Background: an optimization exercise with open tools, aiming at small area. Do not read the settings as production practice. Function was checked by simulation only, so behaviour that the tests miss may differ from the original. The clock port is modelled as an ideal driver; clocking choices that lean on that would not hold on a real chip. Power and IR drop assume default switching activity.

### flow/design.v
`timescale 1ns / 1ps
module clk_divider(
	input wire clk,
	input wire rst,
	output wire segtick,
	output wire randclk,
	output reg [1:0] hi	 
	);
	reg [9:0] s;
	wire z9 = (s[8:0] == 9'd0);
	wire fb = s[9] ^ s[6] ^ z9;
	always @(posedge clk)
		if (rst) begin s <= 0; hi <= 0; end
		else begin
			s <= {s[8:0], fb};
			if (segtick) hi <= hi + 1;
		end
	assign segtick = s[9] & z9;
	assign randclk = (hi == 2'd0) && (s == 10'd1);
endmodule
`timescale 1ns / 1ps
module seg_display(
	input clk,
	input rst,
	input segtick,
	input [1:0] digit,		 
	input [1:0] state,
	input [15:0] bcd,
	output reg [7:0] seg,
	output [3:0] an
    );
	reg started;			 
	wire [1:0] cur = digit - 2'd1;	 
	reg [3:0] num;
	reg [7:0] nxt;
	function [7:0] seg_val;
		input [3:0] n;
		case (n)
			0: seg_val = 8'b11000000;
			1: seg_val = 8'b11111001;
			2: seg_val = 8'b10100100;
			3: seg_val = 8'b10110000;
			4: seg_val = 8'b10011001;
			5: seg_val = 8'b10010010;
			6: seg_val = 8'b10000010;
			7: seg_val = 8'b11111000;
			8: seg_val = 8'b10000000;
			default: seg_val = 8'b10010000;
		endcase
	endfunction
	always @* begin
		case (digit)
			2'd0: num = bcd[15:12];
			2'd1: num = bcd[11:8];
			2'd2: num = bcd[7:4];
			default: num = bcd[3:0];
		endcase
		case (state)
			2'd0: case (digit)
				2'd0: nxt = 8'b11000110;
				2'd1: nxt = 8'b11000001;
				2'd2: nxt = 8'b10000000;
				default: nxt = 8'b10000110;
			endcase
			2'd1: nxt = 8'b01111111;
			2'd2: nxt = seg_val(num);
			default: case (digit)
				2'd0: nxt = 8'b10100001;
				2'd1: nxt = 8'b11000000;
				2'd2: nxt = 8'b11001000;
				default: nxt = 8'b10000110;
			endcase
		endcase
	end
	always @(posedge clk)
		if (rst) begin
			started <= 0;
			seg <= 8'hff;
		end
		else if (segtick) begin
			started <= 1;
			seg <= nxt;
		end
	assign an = started ? ~(4'b1000 >> cur) : 4'b1111;
endmodule
`timescale 1ns / 1ps
module debouncing(
	input clk,
	input rst,
	input btn,
	output press
    );
	reg [4:0] r;
	reg fb;
	always @* begin
		case ({r[4], r[3], r[2], r[0]})
			4'd0: fb = 1'b1;   4'd1: fb = 1'b0;   4'd2: fb = 1'b1;   4'd3: fb = 1'b0;
			4'd4: fb = 1'b1;   4'd5: fb = 1'b0;   4'd6: fb = 1'b1;   4'd7: fb = 1'b1;
			4'd8: fb = 1'b0;   4'd9: fb = 1'b1;   4'd10: fb = 1'b0;  4'd11: fb = 1'b1;
			4'd12: fb = 1'b0;  4'd13: fb = 1'b1;  4'd14: fb = 1'b1;  default: fb = 1'b1;
		endcase
	end
	always @(posedge clk)
		if (rst || !btn) r <= 5'b00000;
		else r <= {r[3:0], fb};
	assign press = ~r[4] & r[3] & r[2] & r[0];
endmodule
module lfsr    (
	input clk,
	input rst,
	output [3:0] out
	);
	reg [3:0] sr;
	wire linear_feedback = ~(sr[3] ^ sr[2]);
	always @(posedge clk)
		if (rst) sr <= 0;
		else sr <= {sr[2:0], linear_feedback};
	assign out = (sr[3] & sr[2]) ? {3'b011, sr[1] | sr[0]} : sr;
endmodule
`timescale 1ns / 1ps
module logic_and_vga(
	input clk,
	input rst,
	input randclk,
	input [7:0] sw,
	input btn_reset,
	input cw_press,
	input ccw_press,
	input hrot_press,
	input vrot_press,
	input [3:0] rand_num,
	output reg [1:0] state,		 
	output reg [15:0] bcd,
	output hsync,
	output vsync,
	output [2:0] red,
	output [2:0] green,
	output [1:0] blue
    );
	reg [2:0] hg, vg;
	reg [6:0] hw, vw;
	wire line_end = (hg == 3'd7) && (hw == 7'd15);
	wire frame_end = (vg == 3'd4) && (vw == 7'd89);
	always @(posedge clk)
		if (rst) begin
			hg <= 0; hw <= 56; vg <= 0; vw <= 49;
		end
		else if (line_end) begin
			hg <= 0; hw <= 56;
			if (frame_end) begin vg <= 0; vw <= 49; end
			else if (vw == 7'd119) begin vg <= vg + 1; vw <= 0; end
			else vw <= vw + 1;
		end
		else if (hw == 7'd119) begin hg <= hg + 1; hw <= 0; end
		else hw <= hw + 1;
	assign hsync = ~(hg == 0 || (hg == 1 && hw < 32));	 
	assign vsync = ~(vg == 0 && vw < 51);			 
	wire clr = rst | btn_reset;
	wire scramble = sw[0] & randclk;
	wire turn = cw_press | ccw_press;
	wire onehot = (sw[7:2] == 6'b100000) | (sw[7:2] == 6'b010000) | (sw[7:2] == 6'b001000) |
	              (sw[7:2] == 6'b000100) | (sw[7:2] == 6'b000010) | (sw[7:2] == 6'b000001);
	reg [2:0] tface;
	reg tccw, tvalid;
	always @* begin
		tface = sw[7] ? 3'd0 : sw[6] ? 3'd1 : sw[5] ? 3'd2 : sw[4] ? 3'd3 : sw[3] ? 3'd4 : 3'd5;
		tccw = ccw_press & ~cw_press;
		tvalid = ~clr & (cw_press | ccw_press) & onehot;
		if (scramble) begin
			tface = (rand_num < 6) ? rand_num[2:0] : rand_num[2:0] - 3'd6;
			tccw = (rand_num >= 6);
			tvalid = ~clr;
		end
	end
	reg [9-1:0] p;
	wire [9-1:0] pn;
	wire [5:0] spin, tstore, dstore;
	wire [1:0] drot;
	wire [2:0] dface;
	orient orient(.p(p), .hrot(hrot_press), .vrot(vrot_press), .tface(tface), .dface(dface),
		.pn(pn), .spin(spin), .tstore(tstore), .dstore(dstore), .drot(drot));
	always @(posedge clk)
		if (clr) p <= 9'd209;
		else p <= pn;
	wire [11:0] ut = tvalid ? (tccw ? {tstore, 6'b0} : {6'b0, tstore}) : 12'b0;
	wire [143:0] stk;
	wire solved;
	cube_state cube_state(.clk(clk), .clr(clr), .spin(spin), .ut(ut), .stk(stk));
	solved_check solved_check(.stk(stk), .solved(solved));
	reg [1:0] st_q;
	always @* state = (st_q == 2 && solved) ? 2'd3 : st_q;
	always @(posedge clk)
		if (clr) st_q <= 0;
		else if (scramble) st_q <= 1;
		else if (turn && state == 1) st_q <= 2;
		else st_q <= state;
	wire counted = ~clr & ~scramble & turn & onehot;
	wire [3:0] d0 = bcd[3:0], d1 = bcd[7:4], d2 = bcd[11:8], d3 = bcd[15:12];
	wire wrap = (bcd == 16'h8191);
	wire c0 = (d0 == 9), c1 = c0 & (d1 == 9), c2 = c1 & (d2 == 9);
	always @(posedge clk) begin
		if (clr | scramble | (counted & wrap)) bcd <= 0;
		else if (counted) begin
			bcd[3:0] <= c0 ? 4'd0 : d0 + 1;
			bcd[7:4] <= c0 ? (c1 ? 4'd0 : d1 + 1) : d1;
			bcd[11:8] <= c1 ? (c2 ? 4'd0 : d2 + 1) : d2;
			bcd[15:12] <= c2 ? d3 + 1 : d3;
		end
	end
	wire [2:0] hcell = {hw >= 70 && hw < 100, hw >= 35 && hw < 65, hw < 30};
	wire [2:0] vcell = {vw >= 70 && vw < 100, vw >= 35 && vw < 65, vw < 30};
	wire [5:0] lcol;
	assign lcol[0] = hg == 5 && hw >= 60 && hw < 70;
	assign lcol[1] = hg == 5 && hw >= 80 && hw < 90;
	assign lcol[2] = hg == 5 && hw >= 100 && hw < 110;
	assign lcol[3] = hg == 6 && hw < 10;
	assign lcol[4] = hg == 6 && hw >= 20 && hw < 30;
	assign lcol[5] = hg == 6 && hw >= 40 && hw < 50;
	wire [2:0] hgrp = (hg == 2) ? 3'd0 : (hg == 3) ? 3'd1 : (hg == 4) ? 3'd2 : (hg == 5) ? 3'd3 : 3'd7;
	wire hin = |hcell && hgrp != 7;
	wire vin = |vcell && vg >= 1 && vg <= 3;
	wire legend = (vg == 4 && vw >= 20 && vw < 30) && |lcol;
	reg [2:0] face;
	always @* begin
		face = 3'd6;
		if (legend)
			face = lcol[0] ? 3'd0 : lcol[1] ? 3'd1 : lcol[2] ? 3'd2 : lcol[3] ? 3'd3 : lcol[4] ? 3'd4 : 3'd5;
		else if (hin && vin) begin
			if (vg == 2) face = hgrp + 3'd1;
			else if (hgrp == 1) face = (vg == 1) ? 3'd0 : 3'd5;
		end
	end
	assign dface = face;
	wire [2:0] dr = legend ? 3'b010 : vcell;
	wire [2:0] dc = legend ? 3'b010 : hcell;
	wire [2:0] sr, sc;
	face_rot face_rot(.n(drot), .r(dr), .c(dc), .rs(sr), .cs(sc));
	wire [2:0] scol;
	sticker_pick sticker_pick(.u(dstore), .r(sr), .c(sc), .stk(stk), .color(scol));
	reg [2:0] pix;
	always @(posedge clk)
		if (rst) pix <= 3'b000;
		else pix <= scol;
	reg [7:0] rgb;
	always @* begin
		case (pix)
			3'b001: rgb = 8'b111_111_11;	 
			3'b010: rgb = 8'b111_100_00;	 
			3'b011: rgb = 8'b000_111_00;	 
			3'b100: rgb = 8'b001_001_11;	 
			3'b101: rgb = 8'b111_000_00;	 
			3'b110: rgb = 8'b111_111_00;	 
			default: rgb = 8'b000_000_00;	 
		endcase
	end
	assign {red, green, blue} = rgb;
endmodule
module orient(
	input [8:0] p,
	input hrot,
	input vrot,
	input [2:0] tface,       
	input [2:0] dface,       
	output [8:0] pn,         
	output [5:0] spin,       
	output [5:0] tstore,     
	output [5:0] dstore,     
	output reg [1:0] drot    
	);
	wire [8:0] p1;
	assign p1[2:0] = hrot ? p[2:0] : p[2:0];
	assign p1[5:3] = hrot ? p[8:6] : p[5:3];
	assign p1[8:6] = hrot ? ~p[5:3] : p[8:6];
	assign pn[2:0] = vrot ? p1[8:6] : p1[2:0];
	assign pn[5:3] = vrot ? p1[5:3] : p1[5:3];
	assign pn[8:6] = vrot ? ~p1[2:0] : p1[8:6];
	wire [2:0] sv0 = p1[2:0], sv1 = ~p1[8:6];
	assign spin = vrot ? ({(sv0 == 3'b110), (sv0 == 3'b100), (sv0 == 3'b101), (sv0 == 3'b011), (sv0 == 3'b010), (sv0 == 3'b001)} | {(sv1 == 3'b110), (sv1 == 3'b100), (sv1 == 3'b101), (sv1 == 3'b011), (sv1 == 3'b010), (sv1 == 3'b001)}) : 6'b0;
	reg [2:0] tc, dc;
	always @* begin
		case (tface)
			3'd0: tc = pn[2:0];
			3'd1: tc = pn[5:3];
			3'd2: tc = pn[8:6];
			3'd3: tc = ~pn[5:3];
			3'd4: tc = ~pn[8:6];
			default: tc = ~pn[2:0];
		endcase
		case (dface)
			3'd0: dc = p[2:0];
			3'd1: dc = p[5:3];
			3'd2: dc = p[8:6];
			3'd3: dc = ~p[5:3];
			3'd4: dc = ~p[8:6];
			3'd5: dc = ~p[2:0];
			default: dc = 3'b000;
		endcase
	end
	assign tstore = {(tc == 3'b110), (tc == 3'b100), (tc == 3'b101), (tc == 3'b011), (tc == 3'b010), (tc == 3'b001)};
	assign dstore = {(dc == 3'b110), (dc == 3'b100), (dc == 3'b101), (dc == 3'b011), (dc == 3'b010), (dc == 3'b001)};
	reg [2:0] nc;
	always @* begin
		case (dface)
			3'd0: nc = ~p[8:6];
			3'd1: nc = p[2:0];
			3'd2: nc = p[2:0];
			3'd3: nc = p[2:0];
			3'd4: nc = p[2:0];
			3'd5: nc = p[8:6];
			default: nc = 3'b000;
		endcase
		case ({dc, nc})
			6'b001010: drot = 2'd3;
			6'b001011: drot = 2'd2;
			6'b001101: drot = 2'd1;
			6'b001100: drot = 2'd0;
			6'b010001: drot = 2'd0;
			6'b010011: drot = 2'd1;
			6'b010100: drot = 2'd3;
			6'b010110: drot = 2'd2;
			6'b011001: drot = 2'd0;
			6'b011010: drot = 2'd3;
			6'b011101: drot = 2'd1;
			6'b011110: drot = 2'd2;
			6'b101001: drot = 2'd0;
			6'b101011: drot = 2'd3;
			6'b101100: drot = 2'd1;
			6'b101110: drot = 2'd2;
			6'b100001: drot = 2'd0;
			6'b100010: drot = 2'd1;
			6'b100101: drot = 2'd3;
			6'b100110: drot = 2'd2;
			6'b110010: drot = 2'd3;
			6'b110011: drot = 2'd0;
			6'b110101: drot = 2'd1;
			6'b110100: drot = 2'd2;
			default: drot = 2'd0;
		endcase
	end
endmodule
module cube_state(
	input clk,
	input clr,              
	input [5:0] spin,       
	input [11:0] ut,        
	output reg [143:0] stk
	);
	wire [143:0] r, nx;
	assign r[2:0] = spin[0] ? stk[23:21] : stk[2:0];
	assign r[5:3] = spin[0] ? stk[20:18] : stk[5:3];
	assign r[8:6] = spin[0] ? stk[17:15] : stk[8:6];
	assign r[11:9] = spin[0] ? stk[14:12] : stk[11:9];
	assign r[14:12] = spin[0] ? stk[11:9] : stk[14:12];
	assign r[17:15] = spin[0] ? stk[8:6] : stk[17:15];
	assign r[20:18] = spin[0] ? stk[5:3] : stk[20:18];
	assign r[23:21] = spin[0] ? stk[2:0] : stk[23:21];
	assign r[26:24] = spin[1] ? stk[47:45] : stk[26:24];
	assign r[29:27] = spin[1] ? stk[44:42] : stk[29:27];
	assign r[32:30] = spin[1] ? stk[41:39] : stk[32:30];
	assign r[35:33] = spin[1] ? stk[38:36] : stk[35:33];
	assign r[38:36] = spin[1] ? stk[35:33] : stk[38:36];
	assign r[41:39] = spin[1] ? stk[32:30] : stk[41:39];
	assign r[44:42] = spin[1] ? stk[29:27] : stk[44:42];
	assign r[47:45] = spin[1] ? stk[26:24] : stk[47:45];
	assign r[50:48] = spin[2] ? stk[71:69] : stk[50:48];
	assign r[53:51] = spin[2] ? stk[68:66] : stk[53:51];
	assign r[56:54] = spin[2] ? stk[65:63] : stk[56:54];
	assign r[59:57] = spin[2] ? stk[62:60] : stk[59:57];
	assign r[62:60] = spin[2] ? stk[59:57] : stk[62:60];
	assign r[65:63] = spin[2] ? stk[56:54] : stk[65:63];
	assign r[68:66] = spin[2] ? stk[53:51] : stk[68:66];
	assign r[71:69] = spin[2] ? stk[50:48] : stk[71:69];
	assign r[74:72] = spin[3] ? stk[95:93] : stk[74:72];
	assign r[77:75] = spin[3] ? stk[92:90] : stk[77:75];
	assign r[80:78] = spin[3] ? stk[89:87] : stk[80:78];
	assign r[83:81] = spin[3] ? stk[86:84] : stk[83:81];
	assign r[86:84] = spin[3] ? stk[83:81] : stk[86:84];
	assign r[89:87] = spin[3] ? stk[80:78] : stk[89:87];
	assign r[92:90] = spin[3] ? stk[77:75] : stk[92:90];
	assign r[95:93] = spin[3] ? stk[74:72] : stk[95:93];
	assign r[98:96] = spin[4] ? stk[119:117] : stk[98:96];
	assign r[101:99] = spin[4] ? stk[116:114] : stk[101:99];
	assign r[104:102] = spin[4] ? stk[113:111] : stk[104:102];
	assign r[107:105] = spin[4] ? stk[110:108] : stk[107:105];
	assign r[110:108] = spin[4] ? stk[107:105] : stk[110:108];
	assign r[113:111] = spin[4] ? stk[104:102] : stk[113:111];
	assign r[116:114] = spin[4] ? stk[101:99] : stk[116:114];
	assign r[119:117] = spin[4] ? stk[98:96] : stk[119:117];
	assign r[122:120] = spin[5] ? stk[143:141] : stk[122:120];
	assign r[125:123] = spin[5] ? stk[140:138] : stk[125:123];
	assign r[128:126] = spin[5] ? stk[137:135] : stk[128:126];
	assign r[131:129] = spin[5] ? stk[134:132] : stk[131:129];
	assign r[134:132] = spin[5] ? stk[131:129] : stk[134:132];
	assign r[137:135] = spin[5] ? stk[128:126] : stk[137:135];
	assign r[140:138] = spin[5] ? stk[125:123] : stk[140:138];
	assign r[143:141] = spin[5] ? stk[122:120] : stk[143:141];
	assign nx[2:0] = ({3{ut[6]}} & r[8:6]) | ({3{ut[0]}} & r[17:15]) | ({3{ut[10]}} & r[41:39]) | ({3{ut[7]}} & r[50:48]) | ({3{ut[4]}} & r[80:78]) | ({3{ut[1]}} & r[119:117]) | ({3{~(clr | ut[0] | ut[1] | ut[4] | ut[6] | ut[7] | ut[10])}} & r[2:0]);
	assign nx[5:3] = ({3{ut[0]}} & r[11:9]) | ({3{ut[6]}} & r[14:12]) | ({3{ut[10]}} & r[35:33]) | ({3{ut[4]}} & r[86:84]) | ({3{~(clr | ut[0] | ut[4] | ut[6] | ut[10])}} & r[5:3]);
	assign nx[8:6] = ({3{ut[0]}} & r[2:0]) | ({3{ut[6]}} & r[23:21]) | ({3{ut[10]}} & r[26:24]) | ({3{ut[3]}} & r[56:54]) | ({3{ut[4]}} & r[95:93]) | ({3{ut[9]}} & r[113:111]) | ({3{~(clr | ut[0] | ut[3] | ut[4] | ut[6] | ut[9] | ut[10])}} & r[8:6]);
	assign nx[11:9] = ({3{ut[6]}} & r[5:3]) | ({3{ut[0]}} & r[20:18]) | ({3{ut[7]}} & r[59:57]) | ({3{ut[1]}} & r[110:108]) | ({3{~(clr | ut[0] | ut[1] | ut[6] | ut[7])}} & r[11:9]);
	assign nx[14:12] = ({3{ut[0]}} & r[5:3]) | ({3{ut[6]}} & r[20:18]) | ({3{ut[3]}} & r[62:60]) | ({3{ut[9]}} & r[107:105]) | ({3{~(clr | ut[0] | ut[3] | ut[6] | ut[9])}} & r[14:12]);
	assign nx[17:15] = ({3{ut[6]}} & r[2:0]) | ({3{ut[0]}} & r[23:21]) | ({3{ut[2]}} & r[47:45]) | ({3{ut[7]}} & r[65:63]) | ({3{ut[8]}} & r[74:72]) | ({3{ut[1]}} & r[104:102]) | ({3{~(clr | ut[0] | ut[1] | ut[2] | ut[6] | ut[7] | ut[8])}} & r[17:15]);
	assign nx[20:18] = ({3{ut[6]}} & r[11:9]) | ({3{ut[0]}} & r[14:12]) | ({3{ut[2]}} & r[38:36]) | ({3{ut[8]}} & r[83:81]) | ({3{~(clr | ut[0] | ut[2] | ut[6] | ut[8])}} & r[20:18]);
	assign nx[23:21] = ({3{ut[0]}} & r[8:6]) | ({3{ut[6]}} & r[17:15]) | ({3{ut[2]}} & r[32:30]) | ({3{ut[3]}} & r[71:69]) | ({3{ut[8]}} & r[89:87]) | ({3{ut[9]}} & r[98:96]) | ({3{~(clr | ut[0] | ut[2] | ut[3] | ut[6] | ut[8] | ut[9])}} & r[23:21]);
	assign nx[26:24] = ({3{ut[4]}} & r[8:6]) | ({3{ut[7]}} & r[32:30]) | ({3{ut[1]}} & r[41:39]) | ({3{ut[0]}} & r[50:48]) | ({3{ut[6]}} & r[98:96]) | ({3{ut[10]}} & r[137:135]) | ({3{~(clr | ut[0] | ut[1] | ut[4] | ut[6] | ut[7] | ut[10])}} & r[26:24]);
	assign nx[29:27] = ({3{ut[1]}} & r[35:33]) | ({3{ut[7]}} & r[38:36]) | ({3{ut[0]}} & r[53:51]) | ({3{ut[6]}} & r[101:99]) | ({3{~(clr | ut[0] | ut[1] | ut[6] | ut[7])}} & r[29:27]);
	assign nx[32:30] = ({3{ut[8]}} & r[23:21]) | ({3{ut[1]}} & r[26:24]) | ({3{ut[7]}} & r[47:45]) | ({3{ut[0]}} & r[56:54]) | ({3{ut[6]}} & r[104:102]) | ({3{ut[2]}} & r[122:120]) | ({3{~(clr | ut[0] | ut[1] | ut[2] | ut[6] | ut[7] | ut[8])}} & r[32:30]);
	assign nx[35:33] = ({3{ut[4]}} & r[5:3]) | ({3{ut[7]}} & r[29:27]) | ({3{ut[1]}} & r[44:42]) | ({3{ut[10]}} & r[140:138]) | ({3{~(clr | ut[1] | ut[4] | ut[7] | ut[10])}} & r[35:33]);
	assign nx[38:36] = ({3{ut[8]}} & r[20:18]) | ({3{ut[1]}} & r[29:27]) | ({3{ut[7]}} & r[44:42]) | ({3{ut[2]}} & r[125:123]) | ({3{~(clr | ut[1] | ut[2] | ut[7] | ut[8])}} & r[38:36]);
	assign nx[41:39] = ({3{ut[4]}} & r[2:0]) | ({3{ut[7]}} & r[26:24]) | ({3{ut[1]}} & r[47:45]) | ({3{ut[11]}} & r[65:63]) | ({3{ut[5]}} & r[113:111]) | ({3{ut[10]}} & r[143:141]) | ({3{~(clr | ut[1] | ut[4] | ut[5] | ut[7] | ut[10] | ut[11])}} & r[41:39]);
	assign nx[44:42] = ({3{ut[7]}} & r[35:33]) | ({3{ut[1]}} & r[38:36]) | ({3{ut[11]}} & r[68:66]) | ({3{ut[5]}} & r[116:114]) | ({3{~(clr | ut[1] | ut[5] | ut[7] | ut[11])}} & r[44:42]);
	assign nx[47:45] = ({3{ut[8]}} & r[17:15]) | ({3{ut[1]}} & r[32:30]) | ({3{ut[7]}} & r[41:39]) | ({3{ut[11]}} & r[71:69]) | ({3{ut[5]}} & r[119:117]) | ({3{ut[2]}} & r[128:126]) | ({3{~(clr | ut[1] | ut[2] | ut[5] | ut[7] | ut[8] | ut[11])}} & r[47:45]);
	assign nx[50:48] = ({3{ut[1]}} & r[2:0]) | ({3{ut[6]}} & r[26:24]) | ({3{ut[8]}} & r[56:54]) | ({3{ut[2]}} & r[65:63]) | ({3{ut[0]}} & r[74:72]) | ({3{ut[7]}} & r[122:120]) | ({3{~(clr | ut[0] | ut[1] | ut[2] | ut[6] | ut[7] | ut[8])}} & r[50:48]);
	assign nx[53:51] = ({3{ut[6]}} & r[29:27]) | ({3{ut[2]}} & r[59:57]) | ({3{ut[8]}} & r[62:60]) | ({3{ut[0]}} & r[77:75]) | ({3{~(clr | ut[0] | ut[2] | ut[6] | ut[8])}} & r[53:51]);
	assign nx[56:54] = ({3{ut[9]}} & r[8:6]) | ({3{ut[6]}} & r[32:30]) | ({3{ut[2]}} & r[50:48]) | ({3{ut[8]}} & r[71:69]) | ({3{ut[0]}} & r[80:78]) | ({3{ut[3]}} & r[128:126]) | ({3{~(clr | ut[0] | ut[2] | ut[3] | ut[6] | ut[8] | ut[9])}} & r[56:54]);
	assign nx[59:57] = ({3{ut[1]}} & r[11:9]) | ({3{ut[8]}} & r[53:51]) | ({3{ut[2]}} & r[68:66]) | ({3{ut[7]}} & r[131:129]) | ({3{~(clr | ut[1] | ut[2] | ut[7] | ut[8])}} & r[59:57]);
	assign nx[62:60] = ({3{ut[9]}} & r[14:12]) | ({3{ut[2]}} & r[53:51]) | ({3{ut[8]}} & r[68:66]) | ({3{ut[3]}} & r[134:132]) | ({3{~(clr | ut[2] | ut[3] | ut[8] | ut[9])}} & r[62:60]);
	assign nx[65:63] = ({3{ut[1]}} & r[17:15]) | ({3{ut[5]}} & r[41:39]) | ({3{ut[8]}} & r[50:48]) | ({3{ut[2]}} & r[71:69]) | ({3{ut[11]}} & r[89:87]) | ({3{ut[7]}} & r[137:135]) | ({3{~(clr | ut[1] | ut[2] | ut[5] | ut[7] | ut[8] | ut[11])}} & r[65:63]);
	assign nx[68:66] = ({3{ut[5]}} & r[44:42]) | ({3{ut[8]}} & r[59:57]) | ({3{ut[2]}} & r[62:60]) | ({3{ut[11]}} & r[92:90]) | ({3{~(clr | ut[2] | ut[5] | ut[8] | ut[11])}} & r[68:66]);
	assign nx[71:69] = ({3{ut[9]}} & r[23:21]) | ({3{ut[5]}} & r[47:45]) | ({3{ut[2]}} & r[56:54]) | ({3{ut[8]}} & r[65:63]) | ({3{ut[11]}} & r[95:93]) | ({3{ut[3]}} & r[143:141]) | ({3{~(clr | ut[2] | ut[3] | ut[5] | ut[8] | ut[9] | ut[11])}} & r[71:69]);
	assign nx[74:72] = ({3{ut[2]}} & r[17:15]) | ({3{ut[6]}} & r[50:48]) | ({3{ut[9]}} & r[80:78]) | ({3{ut[3]}} & r[89:87]) | ({3{ut[0]}} & r[98:96]) | ({3{ut[8]}} & r[128:126]) | ({3{~(clr | ut[0] | ut[2] | ut[3] | ut[6] | ut[8] | ut[9])}} & r[74:72]);
	assign nx[77:75] = ({3{ut[6]}} & r[53:51]) | ({3{ut[3]}} & r[83:81]) | ({3{ut[9]}} & r[86:84]) | ({3{ut[0]}} & r[101:99]) | ({3{~(clr | ut[0] | ut[3] | ut[6] | ut[9])}} & r[77:75]);
	assign nx[80:78] = ({3{ut[10]}} & r[2:0]) | ({3{ut[6]}} & r[56:54]) | ({3{ut[3]}} & r[74:72]) | ({3{ut[9]}} & r[95:93]) | ({3{ut[0]}} & r[104:102]) | ({3{ut[4]}} & r[143:141]) | ({3{~(clr | ut[0] | ut[3] | ut[4] | ut[6] | ut[9] | ut[10])}} & r[80:78]);
	assign nx[83:81] = ({3{ut[2]}} & r[20:18]) | ({3{ut[9]}} & r[77:75]) | ({3{ut[3]}} & r[92:90]) | ({3{ut[8]}} & r[125:123]) | ({3{~(clr | ut[2] | ut[3] | ut[8] | ut[9])}} & r[83:81]);
	assign nx[86:84] = ({3{ut[10]}} & r[5:3]) | ({3{ut[3]}} & r[77:75]) | ({3{ut[9]}} & r[92:90]) | ({3{ut[4]}} & r[140:138]) | ({3{~(clr | ut[3] | ut[4] | ut[9] | ut[10])}} & r[86:84]);
	assign nx[89:87] = ({3{ut[2]}} & r[23:21]) | ({3{ut[5]}} & r[65:63]) | ({3{ut[9]}} & r[74:72]) | ({3{ut[3]}} & r[95:93]) | ({3{ut[11]}} & r[113:111]) | ({3{ut[8]}} & r[122:120]) | ({3{~(clr | ut[2] | ut[3] | ut[5] | ut[8] | ut[9] | ut[11])}} & r[89:87]);
	assign nx[92:90] = ({3{ut[5]}} & r[68:66]) | ({3{ut[9]}} & r[83:81]) | ({3{ut[3]}} & r[86:84]) | ({3{ut[11]}} & r[116:114]) | ({3{~(clr | ut[3] | ut[5] | ut[9] | ut[11])}} & r[92:90]);
	assign nx[95:93] = ({3{ut[10]}} & r[8:6]) | ({3{ut[5]}} & r[71:69]) | ({3{ut[3]}} & r[80:78]) | ({3{ut[9]}} & r[89:87]) | ({3{ut[11]}} & r[119:117]) | ({3{ut[4]}} & r[137:135]) | ({3{~(clr | ut[3] | ut[4] | ut[5] | ut[9] | ut[10] | ut[11])}} & r[95:93]);
	assign nx[98:96] = ({3{ut[3]}} & r[23:21]) | ({3{ut[0]}} & r[26:24]) | ({3{ut[6]}} & r[74:72]) | ({3{ut[10]}} & r[104:102]) | ({3{ut[4]}} & r[113:111]) | ({3{ut[9]}} & r[143:141]) | ({3{~(clr | ut[0] | ut[3] | ut[4] | ut[6] | ut[9] | ut[10])}} & r[98:96]);
	assign nx[101:99] = ({3{ut[0]}} & r[29:27]) | ({3{ut[6]}} & r[77:75]) | ({3{ut[4]}} & r[107:105]) | ({3{ut[10]}} & r[110:108]) | ({3{~(clr | ut[0] | ut[4] | ut[6] | ut[10])}} & r[101:99]);
	assign nx[104:102] = ({3{ut[7]}} & r[17:15]) | ({3{ut[0]}} & r[32:30]) | ({3{ut[6]}} & r[80:78]) | ({3{ut[4]}} & r[98:96]) | ({3{ut[10]}} & r[119:117]) | ({3{ut[1]}} & r[137:135]) | ({3{~(clr | ut[0] | ut[1] | ut[4] | ut[6] | ut[7] | ut[10])}} & r[104:102]);
	assign nx[107:105] = ({3{ut[3]}} & r[14:12]) | ({3{ut[10]}} & r[101:99]) | ({3{ut[4]}} & r[116:114]) | ({3{ut[9]}} & r[134:132]) | ({3{~(clr | ut[3] | ut[4] | ut[9] | ut[10])}} & r[107:105]);
	assign nx[110:108] = ({3{ut[7]}} & r[11:9]) | ({3{ut[4]}} & r[101:99]) | ({3{ut[10]}} & r[116:114]) | ({3{ut[1]}} & r[131:129]) | ({3{~(clr | ut[1] | ut[4] | ut[7] | ut[10])}} & r[110:108]);
	assign nx[113:111] = ({3{ut[3]}} & r[8:6]) | ({3{ut[11]}} & r[41:39]) | ({3{ut[5]}} & r[89:87]) | ({3{ut[10]}} & r[98:96]) | ({3{ut[4]}} & r[119:117]) | ({3{ut[9]}} & r[128:126]) | ({3{~(clr | ut[3] | ut[4] | ut[5] | ut[9] | ut[10] | ut[11])}} & r[113:111]);
	assign nx[116:114] = ({3{ut[11]}} & r[44:42]) | ({3{ut[5]}} & r[92:90]) | ({3{ut[10]}} & r[107:105]) | ({3{ut[4]}} & r[110:108]) | ({3{~(clr | ut[4] | ut[5] | ut[10] | ut[11])}} & r[116:114]);
	assign nx[119:117] = ({3{ut[7]}} & r[2:0]) | ({3{ut[11]}} & r[47:45]) | ({3{ut[5]}} & r[95:93]) | ({3{ut[4]}} & r[104:102]) | ({3{ut[10]}} & r[113:111]) | ({3{ut[1]}} & r[122:120]) | ({3{~(clr | ut[1] | ut[4] | ut[5] | ut[7] | ut[10] | ut[11])}} & r[119:117]);
	assign nx[122:120] = ({3{ut[8]}} & r[32:30]) | ({3{ut[1]}} & r[50:48]) | ({3{ut[2]}} & r[89:87]) | ({3{ut[7]}} & r[119:117]) | ({3{ut[11]}} & r[128:126]) | ({3{ut[5]}} & r[137:135]) | ({3{~(clr | ut[1] | ut[2] | ut[5] | ut[7] | ut[8] | ut[11])}} & r[122:120]);
	assign nx[125:123] = ({3{ut[8]}} & r[38:36]) | ({3{ut[2]}} & r[83:81]) | ({3{ut[5]}} & r[131:129]) | ({3{ut[11]}} & r[134:132]) | ({3{~(clr | ut[2] | ut[5] | ut[8] | ut[11])}} & r[125:123]);
	assign nx[128:126] = ({3{ut[8]}} & r[47:45]) | ({3{ut[9]}} & r[56:54]) | ({3{ut[2]}} & r[74:72]) | ({3{ut[3]}} & r[113:111]) | ({3{ut[5]}} & r[122:120]) | ({3{ut[11]}} & r[143:141]) | ({3{~(clr | ut[2] | ut[3] | ut[5] | ut[8] | ut[9] | ut[11])}} & r[128:126]);
	assign nx[131:129] = ({3{ut[1]}} & r[59:57]) | ({3{ut[7]}} & r[110:108]) | ({3{ut[11]}} & r[125:123]) | ({3{ut[5]}} & r[140:138]) | ({3{~(clr | ut[1] | ut[5] | ut[7] | ut[11])}} & r[131:129]);
	assign nx[134:132] = ({3{ut[9]}} & r[62:60]) | ({3{ut[3]}} & r[107:105]) | ({3{ut[5]}} & r[125:123]) | ({3{ut[11]}} & r[140:138]) | ({3{~(clr | ut[3] | ut[5] | ut[9] | ut[11])}} & r[134:132]);
	assign nx[137:135] = ({3{ut[4]}} & r[26:24]) | ({3{ut[1]}} & r[65:63]) | ({3{ut[10]}} & r[95:93]) | ({3{ut[7]}} & r[104:102]) | ({3{ut[11]}} & r[122:120]) | ({3{ut[5]}} & r[143:141]) | ({3{~(clr | ut[1] | ut[4] | ut[5] | ut[7] | ut[10] | ut[11])}} & r[137:135]);
	assign nx[140:138] = ({3{ut[4]}} & r[35:33]) | ({3{ut[10]}} & r[86:84]) | ({3{ut[11]}} & r[131:129]) | ({3{ut[5]}} & r[134:132]) | ({3{~(clr | ut[4] | ut[5] | ut[10] | ut[11])}} & r[140:138]);
	assign nx[143:141] = ({3{ut[4]}} & r[41:39]) | ({3{ut[9]}} & r[71:69]) | ({3{ut[10]}} & r[80:78]) | ({3{ut[3]}} & r[98:96]) | ({3{ut[5]}} & r[128:126]) | ({3{ut[11]}} & r[137:135]) | ({3{~(clr | ut[3] | ut[4] | ut[5] | ut[9] | ut[10] | ut[11])}} & r[143:141]);
	always @(posedge clk)
		if (clr) stk <= nx | 144'b110110110110110110110110100100100100100100100100101101101101101101101101011011011011011011011011010010010010010010010010001001001001001001001001;
		else stk <= nx;
endmodule
module solved_check(
	input [143:0] stk,
	output solved
	);
	assign solved = (stk[2:0] == 3'b001) &&
		(stk[5:3] == 3'b001) &&
		(stk[8:6] == 3'b001) &&
		(stk[11:9] == 3'b001) &&
		(stk[14:12] == 3'b001) &&
		(stk[17:15] == 3'b001) &&
		(stk[20:18] == 3'b001) &&
		(stk[23:21] == 3'b001) &&
		(stk[26:24] == 3'b010) &&
		(stk[29:27] == 3'b010) &&
		(stk[32:30] == 3'b010) &&
		(stk[35:33] == 3'b010) &&
		(stk[38:36] == 3'b010) &&
		(stk[41:39] == 3'b010) &&
		(stk[44:42] == 3'b010) &&
		(stk[47:45] == 3'b010) &&
		(stk[50:48] == 3'b011) &&
		(stk[53:51] == 3'b011) &&
		(stk[56:54] == 3'b011) &&
		(stk[59:57] == 3'b011) &&
		(stk[62:60] == 3'b011) &&
		(stk[65:63] == 3'b011) &&
		(stk[68:66] == 3'b011) &&
		(stk[71:69] == 3'b011) &&
		(stk[74:72] == 3'b101) &&
		(stk[77:75] == 3'b101) &&
		(stk[80:78] == 3'b101) &&
		(stk[83:81] == 3'b101) &&
		(stk[86:84] == 3'b101) &&
		(stk[89:87] == 3'b101) &&
		(stk[92:90] == 3'b101) &&
		(stk[95:93] == 3'b101) &&
		(stk[98:96] == 3'b100) &&
		(stk[101:99] == 3'b100) &&
		(stk[104:102] == 3'b100) &&
		(stk[107:105] == 3'b100) &&
		(stk[110:108] == 3'b100) &&
		(stk[113:111] == 3'b100) &&
		(stk[116:114] == 3'b100) &&
		(stk[119:117] == 3'b100);
endmodule
module sticker_pick(
	input [5:0] u,
	input [2:0] r,
	input [2:0] c,
	input [143:0] stk,
	output [2:0] color
	);
	wire [8:0] rc = {r[2] & c[2], r[2] & c[1], r[2] & c[0], r[1] & c[2], r[1] & c[1], r[1] & c[0], r[0] & c[2], r[0] & c[1], r[0] & c[0]};
	wire [2:0] fv0 = ({3{rc[0]}} & stk[2:0]) | ({3{rc[1]}} & stk[5:3]) | ({3{rc[2]}} & stk[8:6]) | ({3{rc[3]}} & stk[11:9]) | ({3{rc[4]}} & 3'b001) | ({3{rc[5]}} & stk[14:12]) | ({3{rc[6]}} & stk[17:15]) | ({3{rc[7]}} & stk[20:18]) | ({3{rc[8]}} & stk[23:21]);
	wire [2:0] fv1 = ({3{rc[0]}} & stk[26:24]) | ({3{rc[1]}} & stk[29:27]) | ({3{rc[2]}} & stk[32:30]) | ({3{rc[3]}} & stk[35:33]) | ({3{rc[4]}} & 3'b010) | ({3{rc[5]}} & stk[38:36]) | ({3{rc[6]}} & stk[41:39]) | ({3{rc[7]}} & stk[44:42]) | ({3{rc[8]}} & stk[47:45]);
	wire [2:0] fv2 = ({3{rc[0]}} & stk[50:48]) | ({3{rc[1]}} & stk[53:51]) | ({3{rc[2]}} & stk[56:54]) | ({3{rc[3]}} & stk[59:57]) | ({3{rc[4]}} & 3'b011) | ({3{rc[5]}} & stk[62:60]) | ({3{rc[6]}} & stk[65:63]) | ({3{rc[7]}} & stk[68:66]) | ({3{rc[8]}} & stk[71:69]);
	wire [2:0] fv3 = ({3{rc[0]}} & stk[74:72]) | ({3{rc[1]}} & stk[77:75]) | ({3{rc[2]}} & stk[80:78]) | ({3{rc[3]}} & stk[83:81]) | ({3{rc[4]}} & 3'b101) | ({3{rc[5]}} & stk[86:84]) | ({3{rc[6]}} & stk[89:87]) | ({3{rc[7]}} & stk[92:90]) | ({3{rc[8]}} & stk[95:93]);
	wire [2:0] fv4 = ({3{rc[0]}} & stk[98:96]) | ({3{rc[1]}} & stk[101:99]) | ({3{rc[2]}} & stk[104:102]) | ({3{rc[3]}} & stk[107:105]) | ({3{rc[4]}} & 3'b100) | ({3{rc[5]}} & stk[110:108]) | ({3{rc[6]}} & stk[113:111]) | ({3{rc[7]}} & stk[116:114]) | ({3{rc[8]}} & stk[119:117]);
	wire [2:0] fv5 = ({3{rc[0]}} & stk[122:120]) | ({3{rc[1]}} & stk[125:123]) | ({3{rc[2]}} & stk[128:126]) | ({3{rc[3]}} & stk[131:129]) | ({3{rc[4]}} & 3'b110) | ({3{rc[5]}} & stk[134:132]) | ({3{rc[6]}} & stk[137:135]) | ({3{rc[7]}} & stk[140:138]) | ({3{rc[8]}} & stk[143:141]);
	assign color = ({3{u[0]}} & fv0) | ({3{u[1]}} & fv1) | ({3{u[2]}} & fv2) | ({3{u[3]}} & fv3) | ({3{u[4]}} & fv4) | ({3{u[5]}} & fv5);
endmodule
module face_rot(
	input [1:0] n,
	input [2:0] r,
	input [2:0] c,
	output reg [2:0] rs,
	output reg [2:0] cs
	);
	always @*
		case (n)
			2'd0: begin rs = {r[2], r[1], r[0]}; cs = {c[2], c[1], c[0]}; end
			2'd1: begin rs = {c[2], c[1], c[0]}; cs = {r[0], r[1], r[2]}; end
			2'd2: begin rs = {r[0], r[1], r[2]}; cs = {c[0], c[1], c[2]}; end
			2'd3: begin rs = {c[0], c[1], c[2]}; cs = {r[2], r[1], r[0]}; end
		endcase
endmodule
`timescale 1ns / 1ps
module cube_top( 
	input clk, 
	input rst,
	input [7:0] sw, 
	input btn_reset, 
	input btn_ccw, 
	input btn_cw,
	input btn_hrot, 
	input btn_vrot,
	output [7:0] seg, 
	output [3:0] an,
	output hsync,			 
	output vsync,			 
	output [2:0] red,		 
	output [2:0] green,	 
	output [1:0] blue		 
    );
	wire segtick;
	wire randclk;
	wire [1:0] digit;	 
	wire cw_press, ccw_press, hrot_press, vrot_press;
	wire [1:0] state;	 
	wire [15:0] bcd;	 
	wire [3:0] rand_num;	 
	clk_divider clk_divider(.clk(clk), .rst(rst), .segtick(segtick), .randclk(randclk), .hi(digit));
	seg_display seg_display(.clk(clk), .rst(rst), .segtick(segtick), .digit(digit), .state(state),
		.bcd(bcd), .seg(seg), .an(an));
	debouncing d1(.clk(clk), .rst(rst), .btn(btn_cw), .press(cw_press));
	debouncing d2(.clk(clk), .rst(rst), .btn(btn_ccw), .press(ccw_press));
	debouncing d3(.clk(clk), .rst(rst), .btn(btn_hrot), .press(hrot_press));
	debouncing d4(.clk(clk), .rst(rst), .btn(btn_vrot), .press(vrot_press));
	lfsr lfsr(.clk(clk), .rst(rst), .out(rand_num));
	logic_and_vga logic_and_vga(
		.clk(clk), .rst(rst), .randclk(randclk), .sw(sw), .btn_reset(btn_reset),
		.cw_press(cw_press), .ccw_press(ccw_press),
		.hrot_press(hrot_press), .vrot_press(vrot_press),
		.rand_num(rand_num), .state(state), .bcd(bcd),
		.hsync(hsync), .vsync(vsync), .red(red), .green(green), .blue(blue));
endmodule
### flow/flow/run.sh
#!/bin/bash
# Own layout flow: the standard flow (standard.sh) with these changes.
# 1. Synthesis: the standard synthesis script (synth_recipe.tcl, run through
#    standard.sh), with only its ABC technology-mapping call changed: an
#    area-oriented ABC script (flow/abc_*.abc) instead of ORFS's speed script,
#    and a delay target of 12000 ps (the clock period) instead of 12. Each
#    script is tried; a netlist is only used if its flip-flops (instance names
#    and cells) are exactly the standard synthesis's. The (up to) four
#    smallest such netlists are each placed (standard floorplan and placement)
#    and the one with the smallest placed cell area is laid out.
# 2. Port buffers are sky130_fd_sc_hd__buf_1 (the standard flow's
#    buffer_ports picks a larger delay buffer); every port still gets one.
# 3. Clock tree synthesis without dummy loads, tried with each setting in
#    flow/cts_configs.txt; the tree with the smallest cell area whose largest
#    flip-flop clock-pin slew (placement estimate) is at most 95 ps is kept
#    (the first setting if none is).
# Each tool's output goes to a log file in this folder.
set -euo pipefail
W=$(pwd)
PLAT=${FLOW_PLATFORM:-sky130hd}
R=$W/orfs/results/$PLAT/cube_top/base
REP=$W/orfs/reports/$PLAT/cube_top/base
FH=${FLOW_HOME:-/OpenROAD-flow-scripts/flow}
LIB=$FH/platforms/sky130hd/lib/sky130_fd_sc_hd__tt_025C_1v80.lib
PORTS="BUFFER_PORTS_ARGS=-buffer_cell sky130_fd_sc_hd__buf_1"

flops() { grep -E '^\s*sky130_fd_sc_hd__(df|ed|sdf|dl)[a-z0-9_]* ' "$1" | awk '{print $1, $2}' | sort; }
area() { grep -m1 'Chip area for module' "$1" | awk '{print $NF}'; }

# 1. the standard synthesis, then the synthesis with each ABC script
bash standard.sh synth > $W/log_1_synth_standard.txt 2>&1
cp $R/1_2_yosys.v $W/synth_standard.v
cp $REP/synth_stat.txt $W/synth_standard_stat.txt
flops $W/synth_standard.v > $W/flops_standard.txt
echo "standard $(area $W/synth_standard_stat.txt)" > $W/synth_areas.txt
echo "standard $(area $W/synth_standard_stat.txt)" > $W/synth_ok.txt
mkdir -p $W/res_synth; cp -p $R/* $W/res_synth/
for abc in $W/flow/abc_*.abc; do
  n=$(basename $abc .abc)
  {
    echo 'proc abc {args} {'
    echo '  set i [lsearch -exact $args -script]'
    echo "  if {\$i >= 0} { set args [lreplace \$args [expr {\$i + 1}] [expr {\$i + 1}] $abc] }"
    echo '  set i [lsearch -exact $args -D]'
    echo '  if {$i >= 0} { set args [lreplace $args [expr {$i + 1}] [expr {$i + 1}] 12000] }'
    echo '  yosys abc {*}$args'
    echo '}'
    cat $W/synth_recipe.tcl
  } > $W/synth_$n.tcl
  rm -f $R/1_2_yosys.v $R/1_synth.odb $R/1_synth.sdc
  if bash standard.sh "SYNTH_SCRIPT=$W/synth_$n.tcl" $R/1_2_yosys.v > $W/log_1_synth_$n.txt 2>&1; then
    cp $R/1_2_yosys.v $W/synth_$n.v
    cp $REP/synth_stat.txt $W/synth_${n}_stat.txt
    a=$(area $W/synth_${n}_stat.txt)
    if flops $W/synth_$n.v | cmp -s - $W/flops_standard.txt; then
      echo "$n $a" >> $W/synth_areas.txt
      echo "$n $a" >> $W/synth_ok.txt
    else
      echo "$n $a flip-flops differ, not used" >> $W/synth_areas.txt
    fi
  else
    echo "$n failed" >> $W/synth_areas.txt
  fi
done
# 2. floorplan and placement (standard, smaller port buffers) of the four
#    smallest netlists; keep the smallest placed design
sort -k2 -g $W/synth_ok.txt | head -4 | awk '{print $1}' > $W/place_candidates.txt
pbest=""; pbest_area=""
while IFS= read -r n; do
  rm -rf $R; mkdir -p $R
  cp -p $W/res_synth/* $R/
  rm -f $R/1_2_yosys.v $R/1_synth.odb $R/1_synth.sdc
  cp $W/synth_$n.v $R/1_2_yosys.v
  if bash standard.sh "$PORTS" place > $W/log_3_place_$n.txt 2>&1; then
    EVAL_ODB=$R/3_place.odb openroad -no_init -exit $W/flow/place_eval.tcl > $W/log_3_place_eval_$n.txt 2>&1 || true
    a=$(grep "^EVAL" $W/log_3_place_eval_$n.txt | awk '{print $3}' || true)
    echo "$n $a" >> $W/place_areas.txt
    if [ -n "$a" ]; then
      rm -rf $W/res_$n; cp -rp $R $W/res_$n
      if [ -z "$pbest_area" ] || awk -v a="$a" -v b="$pbest_area" 'BEGIN { exit !(a < b) }'; then pbest=$n; pbest_area=$a; fi
    fi
  else
    echo "$n failed" >> $W/place_areas.txt
  fi
done < $W/place_candidates.txt
test -n "$pbest"
echo "chosen $pbest $pbest_area" >> $W/place_areas.txt
rm -rf $R; cp -rp $W/res_$pbest $R
cp $W/synth_${pbest}_stat.txt $REP/synth_stat.txt

# 3. clock tree synthesis with each setting
i=0; cbest=""; cbest_area=""
while IFS= read -r cfg; do
  [ -n "$cfg" ] || continue
  i=$((i+1))
  rm -f $R/4_1_cts.odb $R/4_cts.odb $R/4_cts.sdc
  if bash standard.sh "$PORTS" "CTS_ARGS=$cfg" cts > $W/log_4_cts_$i.txt 2>&1; then
    mkdir -p $W/cts_$i
    cp -p $R/4_1_cts.odb $R/4_cts.odb $R/4_cts.sdc $W/cts_$i/
    EVAL_ODB=$R/4_cts.odb EVAL_SDC=$R/4_cts.sdc EVAL_LIB=$LIB EVAL_RC=$FH/platforms/sky130hd/setRC.tcl \
      openroad -no_init -exit $W/flow/cts_eval.tcl > $W/log_4_cts_eval_$i.txt 2>&1 || true
    e=$(grep "^EVAL" $W/log_4_cts_eval_$i.txt || true)
    a=$(echo "$e" | awk '{print $3}'); s=$(echo "$e" | awk '{print $5}')
    echo "$i area $a slew_ps $s : $cfg" >> $W/cts_choice.txt
    if [ -n "$a" ] && [ -n "$s" ] && awk -v s="$s" 'BEGIN { exit !(s <= 95) }'; then
      if [ -z "$cbest_area" ] || awk -v a="$a" -v b="$cbest_area" 'BEGIN { exit !(a < b) }'; then
        cbest=$i; cbest_area=$a
      fi
    fi
  else
    echo "$i failed : $cfg" >> $W/cts_choice.txt
  fi
done < $W/flow/cts_configs.txt
[ -n "$cbest" ] || cbest=1
echo "chosen $cbest" >> $W/cts_choice.txt
cfg=$(grep -v '^$' $W/flow/cts_configs.txt | sed -n "${cbest}p")
cp -p $W/cts_$cbest/4_1_cts.odb $W/cts_$cbest/4_cts.odb $W/cts_$cbest/4_cts.sdc $R/

# 4. the rest of the standard flow
bash standard.sh "$PORTS" "CTS_ARGS=$cfg" finish > $W/log_5_finish.txt 2>&1
test -f $W/out/final.def
### flow/flow/abc.constr
set_driving_cell sky130_fd_sc_hd__buf_1
set_load 5
### flow/flow/abc_1.abc
strash
dc2
&get -n
&st
&dch -f
&nf -R 1000
&put
buffer -c
topo
stime -c
dnsize -c
### flow/flow/abc_2.abc
strash
balance
rewrite
refactor
balance
&get -n
&st
&dch -f
&nf -R 1000
&put
buffer -c
topo
stime -c
dnsize -c
### flow/flow/abc_3.abc
strash
balance
rewrite
refactor
balance
rewrite -z
refactor -z
balance
&get -n
&st
&dch -f
&nf -R 1000
&put
buffer -c
topo
stime -c
dnsize -c
### flow/flow/abc_4.abc
strash
balance
rewrite
rewrite -z
balance
rewrite -z
balance
&get -n
&st
&dch -f
&nf -R 1000
&put
buffer -c
topo
stime -c
dnsize -c
### flow/flow/abc_5.abc
strash
ifraig
dc2
&get -n
&st
&dch -f
&nf -R 1000
&put
buffer -c
topo
stime -c
dnsize -c
### flow/flow/abc_6.abc
strash
dc2
&get -n
&st
&dch -f
&nf -R 1000
&put
buffer -c -N 12
topo
stime -c
dnsize -c
### flow/flow/abc_7.abc
strash
balance
rewrite
refactor
balance
&get -n
&st
&dch -f
&nf -R 1000
&put
buffer -c -N 12
topo
stime -c
dnsize -c
### flow/flow/abc_8.abc
strash
balance
rewrite
refactor
balance
&get -n
&st
&dch -f
&nf -R 1000
&put
buffer -c -N 8
topo
stime -c
dnsize -c
### flow/flow/abc_9.abc
strash
balance
rewrite
rewrite -z
balance
rewrite -z
balance
&get -n
&st
&dch -f
&nf -R 1000
&put
buffer -c -N 12
topo
stime -c
dnsize -c
### flow/flow/cts_configs.txt
-sink_clustering_enable -repair_clock_nets -dont_use_dummy_load -buf_list sky130_fd_sc_hd__clkbuf_8
-sink_clustering_enable -repair_clock_nets -dont_use_dummy_load -buf_list sky130_fd_sc_hd__clkbuf_8 -sink_clustering_size 25 -sink_clustering_max_diameter 60
-sink_clustering_enable -repair_clock_nets -dont_use_dummy_load -buf_list sky130_fd_sc_hd__clkbuf_8 -sink_clustering_size 20 -sink_clustering_max_diameter 50
-sink_clustering_enable -repair_clock_nets -dont_use_dummy_load -buf_list sky130_fd_sc_hd__clkbuf_8 -sink_clustering_size 30 -sink_clustering_max_diameter 45
-sink_clustering_enable -repair_clock_nets -dont_use_dummy_load -buf_list sky130_fd_sc_hd__clkbuf_4 -sink_clustering_size 20 -sink_clustering_max_diameter 30
-sink_clustering_enable -repair_clock_nets -dont_use_dummy_load
### flow/flow/cts_eval.tcl
read_db $::env(EVAL_ODB)
read_liberty $::env(EVAL_LIB)
read_sdc $::env(EVAL_SDC)
source $::env(EVAL_RC)
set_propagated_clock [all_clocks]
estimate_parasitics -placement
set worst 0
foreach pin [get_pins -hierarchical */CLK] {
  set s [get_property $pin slew_max]
  if {$s > $worst} { set worst $s }
}
set block [ord::get_db_block]
set a 0.0
foreach inst [$block getInsts] {
  set m [$inst getMaster]
  if {[$m getType] eq "CORE"} { set a [expr {$a + double([$m getWidth]) * [$m getHeight]}] }
}
set dbu [$block getDbUnitsPerMicron]
puts "EVAL area [expr {$a / ($dbu * $dbu)}] slew_ps [expr {$worst * 1000.0}]"
### flow/flow/place_eval.tcl
read_db $::env(EVAL_ODB)
set block [ord::get_db_block]
set a 0.0
foreach inst [$block getInsts] {
  set m [$inst getMaster]
  if {[$m getType] eq "CORE"} { set a [expr {$a + double([$m getWidth]) * [$m getHeight]}] }
}
set dbu [$block getDbUnitsPerMicron]
puts "EVAL area [expr {$a / ($dbu * $dbu)}]"
### flow/standard.sh
#!/bin/bash
# synth_recipe.tcl (not shown) runs the flow's synth.tcl, then flattens the netlist and writes it again
# the make line also repeats each setting of config.mk as NAME=value (left out here)
make -C /OpenROAD-flow-scripts/flow DESIGN_CONFIG=/design/flow/config.mk WORK_HOME=/design/flow/orfs CLKGATE_MAP_FILE= SYNTH_SCRIPT=/design/flow/synth_recipe.tcl "${@:-finish}"
### flow/config.mk
export PLATFORM = sky130hd
export DESIGN_NAME = cube_top
export DESIGN_NICKNAME = cube_top
export VERILOG_FILES = /design/flow/design.v
export SDC_FILE = /design/flow/constraint.sdc
export NUM_CORES = 8
export LEC_CHECK = 0
export CAP_MARGIN = 20
export CORE_MARGIN = 2
export CORE_UTILIZATION = 25
export SLEW_MARGIN = 20
### flow/constraint.sdc
create_clock -name core_clock -period 12.0 [get_ports {clk}]
set_input_delay 2.4000 -clock core_clock [delete_from_list [all_inputs] [get_ports {clk}]]
set_output_delay 2.4000 -clock core_clock [all_outputs]
set_load 0.01 [all_outputs]
==> summary.txt, run 1 <==
Final wirelength: 59.94 mm
Die height: 255.6 µm
Routed length per instance: 20.93 µm
Reg clk slew, reported paths: 90 ps
Clk pwr share: 32.8%
Worst path max stage delay: 790 ps
Setup TNS: 0 ps
DRC Markers: 0
Cts repair resizes: 0
Non-Filler Instances: 2864
Post-synthesis cell count: 2068
DP Worst Slack: 4227 ps
Initial DRC count: 2229
Initial Util: 25.18%
First-pass GRT wire length: 92.18 mm
Detail Route Antenna Nets: 0
Cell Rows: 92
Vias in the first global route: 16420
Worst Hold Slack: 437.2 ps
Peak VDD IR: 50.79 µV
Die X: 255.6 µm
FMAX: 0.1297 GHz
Hold Path Class: flip-flop to flip-flop
Setup CP Type: flip-flop to flip-flop
FF-to-FF End: logic_and_vga.pix[0]
H-Tree Depth: 1
RSZ-0062 raised after global routing: false
Number of setup buffers added after CTS: 0
Slowest-stage cell, CP: o31ai_1
Logic pwr share: 10.6%
Outcome: finished clean
Io pins: 37
Detailed-route via count: 17630
Final Hold Vio Count: 0
Final clock skew: 122.1 ps
CTS tree: built
Switch share: 29.15%
Worst slew pin tran: 976.0 ps
Worst Setup End Kind: flip-flop
Mapped Area: 0.01583 mm²
Endpoints failing setup: 0
Setup crit start kind: flip-flop
Sequential share of power: 56.6%
PwrDens: 86.79 mW/mm²
Fin. max-slew vios: 0
CP required: 12590 ps
Most frequent CP cell: nor2_1
Fraction of layout cells with a size suffix above 1: 5.726%
Net Switching: 433.7 µW
Remaining Overflow, GRT: 0
Reg2Reg Setup Slack: 4290 ps
Origin of the critical flop-to-flop path: logic_and_vga.hw[4]
R2R depth: 28
Hold_buf cts: 0
GRT Resource Usage Total: 17.59%
Die ar.: 0.06466 mm²
Gp weighted congestion: 0.9619
Pre-antenna DRT Iters: 10
Post-Synthesis Net Count: 2129
Nets: 2089
Area grow syn2layout: 8.333%
Period utilization: 64.27%
P_leak: 0.005527 µW
IO Port Bufs: 35
Syn Area/Cell: 7.653 µm²
Hold Path End: d1.r[2]
Tmin final: 7712 ps
Root Driver: clkbuf_16
Deepest clock path buffer count: 3
Hold_sp: d1.r[1]
CP arrival: 8300 ps
Setup ws final: 4288 ps
Avg Vias per Cell: 6.157
Worst-Skew Late Latency: 770 ps
Largest net degree at the start of global routing: 78
Max Cap Violations: 0
TritonCTS buffer count: 28
Placed insts: 2870
Core area: 0.06183 mm²
Crit-path max FO: 18
Dpl hpwl: 40.96 mm
Hold path cells: 1
Clock Sinks: 239
Yosys warning count: 8
Initial antenna violation count: 1
Int Pwr: 1054 µW
Worst rel slew slack: 34.78%
-- routing by layer --
metal / routed length, µm / track usage, % / part of all wire [%] / vias up
li1: - / - / - / 7873
met1: 24330 / 23.01 / 41 / 8153
met2: 24990 / 26.70 / 42 / 1328
met3: 7197 / 4.307 / 12 / 279
met4: 3416 / 9.126 / 5.7 / 0
met5: 0 / 0 / 0 / -
-- cell usage in the layout, fill, tap and decap left out, types with 7 or more instances in the layout --
cell      count
dfxtp_1     239
nand2_2      11
nand2_1      98
a211oi_1      9
nor2_1      242
buf_4        31
nor3_1       93
clkbuf_4     51
ha_1         46
o21ai_0     176
a221oi_1     23
inv_1        34
a31oi_1      14
o221ai_1     56
nand4b_1      7
and2_1       21
nand3b_1      8
or3_1        29
nand4_1      18
a22o_1       15
a21oi_1      49
nor2b_1      27
and3_1       14
nor3b_1       8
o21ai_1       9
o22ai_1     280
nand3_1      40
nand2b_1     16
buf_1        34
xor2_1       15
a21boi_0      7
mux2i_1     154
nor4_1       41
a222oi_1     25
or2_2        13
-- cell type report --
type,instances,area (µm²)
fill,6643,44680
multi-input combinational,1635,10410
antenna,1,2.502
timing repair buffer,67,392.9
sequential,239,4785
inverter,34,127.6
tap,837,1047
clock buffer,51,382.9
-- metrics by stage --
stage / power (µW) / utilization [%] / cell area [µm²]
after floorplan: 945.2 / - / 15830
after global placement: 1006 / 27.00 / 16970
after detailed placement: 1005 / 27.00 / 16970
after CTS: 1727 / 28.20 / 17430
after global routing: 1550 / 27.73 / 17150
final: 1488 / 27.73 / 17150
-- power groups by stage --
stage               clock, µW  combinational, µW  sequential (µW)
CTS                       735                151              841
global route              537                169              844
floorplan                   0                101              844
finish                    489                157              842
detailed placement          0                149              855
global placement            0                151              855
-- critical path: cells and delay by family (launching register included) --
family	cells	cell delay [ps]
AO/OA/AOI/OAI	15	4550
buffers and inverters	1	240
flip-flops	1	570
AND/OR/NAND/NOR	12	2240
-- flip-flops by register name (all words and copies together) (netlist names), 5 cells and up --
| signal | flops |
|---|---|
| logic_and_vga.cube_state.stk | 144 |
| logic_and_vga.bcd | 16 |
| clk_divider.s | 10 |
| logic_and_vga.p | 9 |
| seg_display.seg | 8 |
| logic_and_vga.hw | 7 |
| logic_and_vga.vw | 7 |
| d1.r | 5 |
| d2.r | 5 |
| d3.r | 5 |
| d4.r | 5 |
-- how the worst max path moves through the flow --
| stage | startpoint | slack, ps | end |
|---|---|---|---|
| after floorplan | logic_and_vga.hw[4] | 5720 | logic_and_vga.pix[2] |
| after global placement | sw[0] | 4300 | logic_and_vga.cube_state.stk[128] |
| after detailed placement | sw[0] | 4230 | logic_and_vga.cube_state.stk[128] |
| after CTS | logic_and_vga.hw[4] | 4530 | logic_and_vga.pix[0] |
| after global routing | logic_and_vga.hw[4] | 3760 | logic_and_vga.pix[1] |
| final | logic_and_vga.hw[4] | 4290 | logic_and_vga.pix[0] |
==> run 2, diff against run 1 <==
--- a/flow/design.v
+++ b/flow/design.v
@@ -37,14 +37,14 @@
 		input [3:0] n;
 		case (n)
-			0: seg_val = 8'b11000000;
-			1: seg_val = 8'b11111001;
-			2: seg_val = 8'b10100100;
-			3: seg_val = 8'b10110000;
-			4: seg_val = 8'b10011001;
-			5: seg_val = 8'b10010010;
-			6: seg_val = 8'b10000010;
-			7: seg_val = 8'b11111000;
-			8: seg_val = 8'b10000000;
-			default: seg_val = 8'b10010000;
+			4'b0000: seg_val = 8'b11000000;	 
+			4'b0001: seg_val = 8'b11111001;	 
+			4'b0011: seg_val = 8'b10100100;	 
+			4'b0110: seg_val = 8'b10110000;	 
+			4'b1101: seg_val = 8'b10011001;	 
+			4'b1011: seg_val = 8'b10010010;	 
+			4'b0111: seg_val = 8'b10000010;	 
+			4'b1110: seg_val = 8'b11111000;	 
+			4'b1100: seg_val = 8'b10000000;	 
+			default: seg_val = 8'b10010000;	 
 		endcase
 	endfunction
@@ -196,14 +196,22 @@
 		else st_q <= state;
 	wire counted = ~clr & ~scramble & turn & onehot;
+	function [3:0] dnext;
+		input [3:0] x;
+		dnext = {x[2:0], x[3] ? x[0] : ~(x[1] & x[0])};
+	endfunction
+	function is9;
+		input [3:0] x;
+		is9 = x[3] & ~x[2] & ~x[1];
+	endfunction
 	wire [3:0] d0 = bcd[3:0], d1 = bcd[7:4], d2 = bcd[11:8], d3 = bcd[15:12];
-	wire wrap = (bcd == 16'h8191);
-	wire c0 = (d0 == 9), c1 = c0 & (d1 == 9), c2 = c1 & (d2 == 9);
+	wire c0 = is9(d0), c1 = c0 & is9(d1), c2 = c1 & is9(d2);
+	wire wrap = (bcd == 16'b1100_0001_1000_0001);	 
 	always @(posedge clk) begin
 		if (clr | scramble | (counted & wrap)) bcd <= 0;
 		else if (counted) begin
-			bcd[3:0] <= c0 ? 4'd0 : d0 + 1;
-			bcd[7:4] <= c0 ? (c1 ? 4'd0 : d1 + 1) : d1;
-			bcd[11:8] <= c1 ? (c2 ? 4'd0 : d2 + 1) : d2;
-			bcd[15:12] <= c2 ? d3 + 1 : d3;
+			bcd[3:0] <= dnext(d0);
+			if (c0) bcd[7:4] <= dnext(d1);
+			if (c1) bcd[11:8] <= dnext(d2);
+			if (c2) bcd[15:12] <= dnext(d3);
 		end
 	end
==> run 2 against run 1 <==
Final cell count down 2.0%. Flip-flop and latch count unchanged. Synthesized cell count down 1.5%. Core utilization down 0.20 points. Cell area down 1.1%. Routed wire length down 0.61%. Register-to-register slack better by 320 ps. First-iteration DRC count up 44%. Clock power up 13%. Area after synthesis down 0.90%. Via count down 1.7%. Global-route usage up 0.41 points. Critical path type unchanged. Critical endpoint unchanged. Largest power group unchanged. Highest routed layer unchanged.
==> summary.txt, run 2 <==
Root Driver: clkbuf_16
GRT Resource Usage Total: 18.00%
Final wirelength: 59.58 mm
Avg Vias per Cell: 6.171
Detail Route Antenna Nets: 0
Util after Layout: 27.53%
Cts repair resizes: 0
Crit-path max FO: 18
DRC Markers: 0
Peak VDD IR: 54.68 µV
Die height: 254.5 µm
Nets: 2024
First-pass GRT wire length: 93.34 mm
Clock Sinks: 239
Detailed-route via count: 17330
Outcome: finished clean
Largest net degree at the start of global routing: 76
Post-Synthesis Net Count: 2090
Mapped Area: 0.01568 mm²
Top delay family on crit path: compound AO/OA/AOI/OAI gates
Endpoints failing setup: 0
Hold Path Class: flip-flop to flip-flop
Max reg flops: 144
Cell Rows: 91
CP required: 12410 ps
Area grow syn2layout: 8.121%
Reg clk slew, reported paths: 60 ps
Max Cap Violations: 0
Post-synthesis cell count: 2038
TritonCTS buffer count: 27
Yosys warning count: 8
Dpl hpwl: 40.12 mm
H-Tree Depth: 1
Setup CP Type: flip-flop to flip-flop
Deepest clock path buffer count: 3
Commonest non-fill, non-tap cell in the layout: o22ai_1
P_leak: 0.005552 µW
Final clock skew: 65.34 ps
Die ar.: 0.06411 mm²
Pre-antenna DRT Iters: 7
Syn Area/Cell: 7.696 µm²
CP arrival: 7810 ps
Initial DRC count: 3203
Core area: 0.06160 mm²
Hold_buf cts: 0
Routed length per instance: 21.22 µm
Buf+Inv Stages, Crit Path: 1
Die X: 254.5 µm
# fillers: 6626
IO Port Bufs: 35
Tmin final: 7395 ps
Setup TNS: 0 ps
Pwr Total: 1552 µW
Most frequent cells in the layout: o22ai_1 (281), nor2_1 (243), dfxtp_1 (239)
RSZ-0062 raised after global routing: false
Final Hold Vio Count: 0
Number of setup buffers added after CTS: 0
FMAX: 0.1352 GHz
Setup crit start kind: flip-flop
Top Registers: logic_and_vga.cube_state.stk: 144 flops, logic_and_vga.bcd: 16 flops, clk_divider.s: 10 flops
Worst Setup End Kind: flip-flop
Initial antenna violation count: 0
Slowest-stage cell, CP: o31ai_1
Period utilization: 61.63%
PwrDens: 91.53 mW/mm²
CTS tree: built
Worst-Skew Late Latency: 590 ps
Worst rel slew slack: 34.15%
Io pins: 37
Worst path max stage delay: 830 ps
Fin. max-slew vios: 0
Remaining Overflow, GRT: 0
Gp weighted congestion: 0.9725
Initial Util: 25.37%
Fraction of layout cells with a size suffix above 1: 4.822%
Vias in the first global route: 16220
Worst slew pin tran: 984.1 ps
Largest Register: logic_and_vga.cube_state.stk
[run 2: metrics by stage]
stage | instances | area [µm²] | setup slack, ps | hold WS [ps]
after CTS | 2800 | 17160 | 4843 | 422.2
after global routing | 2807 | 16960 | 3850 | 451.0
after floorplan | 2038 | 15680 | 6249 | 405.7
after global placement | 2810 | 16710 | 4703 | 406.9
final | 2808 | 16960 | 4605 | 429.3
after detailed placement | 2810 | 16710 | 4629 | 410.7
[run 2: area by class of cell]
type | instances | area (µm²) | area share (%)
Inverter | 28 | 105.1 | 0.6198
Sequential cell | 239 | 4785 | 28.22
Tap cell | 837 | 1047 | 6.176
Multi-Input combinational cell | 1608 | 10220 | 60.28
Timing Repair Buffer | 61 | 327.8 | 1.933
Antenna cell | 1 | 2.502 | 0.01476
Clock buffer | 34 | 467.9 | 2.760
[run 2: where the power goes]
| part | switching (µW) | total [µW] | internal [µW] |
|---|---|---|---|
| Combinational | 109 | 156 | 46.4 |
| Sequential | 28.1 | 842 | 814 |
| Clock | 303 | 554 | 251 |
[run 2: routing by layer]
layer  vias up  global-route usage (%)  share of wire [%]
li1       7710                       -                  -
met1      8103                   23.07                 40
met2      1263                   27.93                 43
met3       251                   5.376                 12
met4         0                   7.709                4.5
met5         -                       0                  0
[run 2: final timing paths]
kind / from / to / slack [ps] / cells after the start
min: d4.r[1] / d4.r[2] / 430 / 1
max reg2reg: logic_and_vga.hw[4] / logic_and_vga.pix[0] / 4610 / 27
min reg2reg: d4.r[1] / d4.r[2] / 430 / 1
max: logic_and_vga.hw[4] / logic_and_vga.pix[0] / 4610 / 27
[run 2: worst register-to-register path, stage by stage, from the launching register on]
cell and delay, ps:
dfxtp_1 600, nor3_1 110, a21boi_0 250, nor3_1 110, a41oi_1 190, nand2_1 100, o31ai_1 830, o21ai_0 230
o21a_1 230, nand2_1 130, nor2_1 90, a22oi_1 210, o21ai_0 130, a211oi_2 580, nand2_1 150, nor2_1 450
inv_1 100, a21oi_1 170, a21oi_1 180, or2_2 350, o22ai_1 170, o22ai_1 150, nor2_2 700, a22o_1 270
a221oi_1 50, a31oi_1 190, a2111oi_0 110, a21oi_1 440

afterwards: timing with drivers on the ports:
The flow's constraints put no driver on any port. The routed layouts listed below were extracted and timed again, unchanged, in two steps.
Step 1 sets driving cells, clkbuf_16 on the clock port and buf_2 on the other inputs (assumed; they add their load-dependent delay and slew).
Step 2 adds t to the input delays and takes it off the output delays; t is the mean of the earliest and latest rising clock arrival at the registers after step 1. Input paths then give back, and output paths get back, about the clock's delay inside the block.
a / b / c = ideal / step 1 / step 2; a / b = the first two.
run	t, ns	setup slack, ns	hold WS [ns]	worst register clock-pin slew, ns
run 1	0.749	4.288 / 4.288 / 4.070	0.437 / 0.437 / 0.437	0.09 / 0.09
run 2	0.613	4.605 / 4.605 / 4.193	0.429 / 0.429 / 0.429	0.09 / 0.09
After both steps setup and hold are still met in every run listed. For run 2, which loses most, drivers alone change the setup slack by 0.000 ns; drivers and shift together by -0.412 ns.
